Background: an optimization exercise with open tools, aiming at small area and a short achievable clock period. Do not read the settings as production practice.
Only simulation tests tie the RTL to the original design; equivalence was not proved.

Setup of job 101:
Design dist_sort, start of the top module:
module dist_sort (
    input logic        clk, rst,
    input logic [63:0] query,
    input logic [63:0] search_0,
    input logic [63:0] search_1,
    input logic [63:0] search_2,
    input logic [63:0] search_3,
    input logic [63:0] search_4,
    input logic [63:0] search_5,
    input logic [63:0] search_6,
    input logic [63:0] search_7,
    input logic        in_valid,
    output logic [2:0] addr_1st,
    output logic [2:0] addr_2nd,
    output logic       out_valid
);
    wire [63:0] nq = ~query;
    logic [3:0] m_r [8][16];
    wire [3:0] m_0_0;
    absdiff u_ad_0_0 (.na(nq[3:0]), .b(search_0[3:0]), .m(m_0_0));
    wire [3:0] m_0_1;
    absdiff u_ad_0_1 (.na(nq[7:4]), .b(search_0[7:4]), .m(m_0_1));
    wire [3:0] m_0_2;
    absdiff u_ad_0_2 (.na(nq[11:8]), .b(search_0[11:8]), .m(m_0_2));
    wire [3:0] m_0_3;
    absdiff u_ad_0_3 (.na(nq[15:12]), .b(search_0[15:12]), .m(m_0_3));
    wire [3:0] m_0_4;
    absdiff u_ad_0_4 (.na(nq[19:16]), .b(search_0[19:16]), .m(m_0_4));
    wire [3:0] m_0_5;
    absdiff u_ad_0_5 (.na(nq[23:20]), .b(search_0[23:20]), .m(m_0_5));
    wire [3:0] m_0_6;
    absdiff u_ad_0_6 (.na(nq[27:24]), .b(search_0[27:24]), .m(m_0_6));
    wire [3:0] m_0_7;
    absdiff u_ad_0_7 (.na(nq[31:28]), .b(search_0[31:28]), .m(m_0_7));
    wire [3:0] m_0_8;
    absdiff u_ad_0_8 (.na(nq[35:32]), .b(search_0[35:32]), .m(m_0_8));
    wire [3:0] m_0_9;
    absdiff u_ad_0_9 (.na(nq[39:36]), .b(search_0[39:36]), .m(m_0_9));
    wire [3:0] m_0_10;
    absdiff u_ad_0_10 (.na(nq[43:40]), .b(search_0[43:40]), .m(m_0_10));
    wire [3:0] m_0_11;
    absdiff u_ad_0_11 (.na(nq[47:44]), .b(search_0[47:44]), .m(m_0_11));
    wire [3:0] m_0_12;
  ...
Size: ~670 flip-flops, roughly 590 I/O pins, roughly 66000 um^2 of cells after synthesis.
clock: 17.0 ns
lec_check: 0
abc_area: 1
cap_margin: 50
core_margin: 2
core_utilization: 55
cts_buf_list: sky130_fd_sc_hd__clkbuf_4 sky130_fd_sc_hd__clkbuf_8
place_density: 0.7
slew_margin: 70
synth_hierarchical: 1
synth_minimum_keep_size: 0
standard.sh (not shown) runs the stock make flow with config.mk's settings and CLKGATE_MAP_FILE= SYNTH_SCRIPT=/design/flow/synth_recipe.tcl, a recipe that flattens the netlist after the stock synthesis.
==> flow/flow/run.sh <==
#!/bin/bash
# The standard layout (standard.sh: synthesis to final layout), with every input and
# output port buffered by the platform's smallest buffer instead of the default choice.
set -euo pipefail
export BUFFER_PORTS_ARGS="-buffer_cell sky130_fd_sc_hd__buf_1"
bash standard.sh > standard.log 2>&1
Looking at the reports, job 101 completed the entire flow and the layout it produced met the timing, design-rule and antenna checks.
--- input diff job 101..job 102 ---
diff --git a/flow/config.mk b/flow/config.mk
--- a/flow/config.mk
+++ b/flow/config.mk
@@ -13 +12,0 @@
-export PLACE_DENSITY = 0.7
--- outcome ---
The higher wire length of the first global-routing pass came out of job 101.
In terms of cell count, job 102 and job 101 differ only marginally.
Job 102 vs job 101: remaining max-slew budget at the tightest pin up
Job 102 vs job 101: maximum number of pins on one net before global-route repair down
For the endpoint arrival time on the critical path, job 102 came in 0.07 ns lower than job 101 did.
Area of all placed cells without fillers was lower in the run labelled job 102.
Comparing job 102 and job 101, the lower post-layout worst setup margin was measured on job 101.
Of job 102 and job 101, the run reporting the lower number of buffers inserted during clock tree synthesis was job 102.
#### Input delta (job 103 over job 102)
diff --git a/flow/config.mk b/flow/config.mk
--- a/flow/config.mk
+++ b/flow/config.mk
@@ -11 +11 @@
-export CORE_UTILIZATION = 55
+export CORE_UTILIZATION = 65
[summary]
On max-cap violation count, job 102 tracks job 103 almost exactly.
Fraction of area in multi-input gates: job 103 vs job 102 — no meaningful difference
Job 103 leaves less setup margin than job 102.
Compared with job 102, job 103 shows a higher fraction of the core area covered by cells at the end of the flow.
met2 track demand over resource in job 103 is 9.4 points above job 102.
Relative to job 102, job 103 degrades routed wire length.
Edits applied to the flow inputs when going from job 103 to job 104:
diff --git a/flow/config.mk b/flow/config.mk
--- a/flow/config.mk
+++ b/flow/config.mk
@@ -11,2 +11 @@
-export CORE_UTILIZATION = 65
-export CTS_BUF_LIST = sky130_fd_sc_hd__clkbuf_4 sky130_fd_sc_hd__clkbuf_8
+export CORE_UTILIZATION = 48
[summary]
- Amount of wire on met2 after detailed routing ends up higher on job 104.
- From job 103 to job 104 the numbers moved as follows: residual overflow from global routing stayed essentially flat, number of logic stages on the critical path including buffering rose by 1.
- Between job 103 and job 104, share of final-layout standard cells stronger than drive strength 1 is lower for job 104, job 103 comes in above that.
- Job 103 → job 104: worst path setup slack after routing now larger; share of the cycle needed by the critical path after routing saw a decrease; worst slack at placement increased 0.045 ns.
- Compared with job 103, job 104 shows cell count that has gone up by a few percent.
Inputs modified between job 104 and job 105:
diff --git a/flow/config.mk b/flow/config.mk
--- a/flow/config.mk
+++ b/flow/config.mk
@@ -11,0 +12 @@
+export CTS_BUF_LIST = sky130_fd_sc_hd__clkbuf_4 sky130_fd_sc_hd__clkbuf_8
Results
[diff] time the worst path needs with I/O delays and setup, job 105 relative to job 104: improvement
Job 105 vs. job 104: worst endpoint data arrival time went down by 0.02 ns.
As far as worst-case hold slack is concerned, job 104 and job 105 perform about the same.
Status: sequential share of layout area parity (job 104, job 105)
Job 105: worst setup slack 0.16 ns above job 104
Looking at worst max-slew margin expressed relative to the limit, job 105 sits 0.64 points below job 104.
[compare] base=job 104 new=job 105: post-detailed-routing wire length about even; fmax climbed 0.0067 GHz.

## static timing again, ports no longer ideal
The results above use ideal ports. As a check the final layouts listed here were re-extracted and re-timed, cells and wires unchanged.
Step 1, drivers: a clkbuf_16 drives clk and a buf_2 each remaining input, both assumed.
Step 2 also shifts input and output timing later by t, the mid clock arrival at the registers, as if the neighbouring blocks saw the same clock.
Three values: ideal ports, drivers, drivers and shift; two values: the first two.
run | shift t [ns] | setup WS [ns] | hold slack, ns | worst setup path at the end
job 101 | 0.908 | 11.975 / 12.006 / 11.098 | 0.357 / 0.357 / 0.357 | input to register
job 102 | 0.923 | 12.117 / 12.166 / 11.243 | 0.358 / 0.358 / 0.358 | input to register
job 103 | 0.878 | 11.890 / 11.948 / 11.070 | 0.356 / 0.356 / 0.356 | input to register
job 104 | 0.778 | 12.025 / 12.088 / 11.310 | 0.359 / 0.359 / 0.359 | input to register
job 105 | 0.904 | 12.185 / 12.228 / 11.342 | 0.357 / 0.357 / 0.357 | input to register
After both steps setup and hold are still met in every run listed. The setup slack of job 101, which loses most, moves by +0.031 ns with the drivers and by -0.877 ns with both steps.
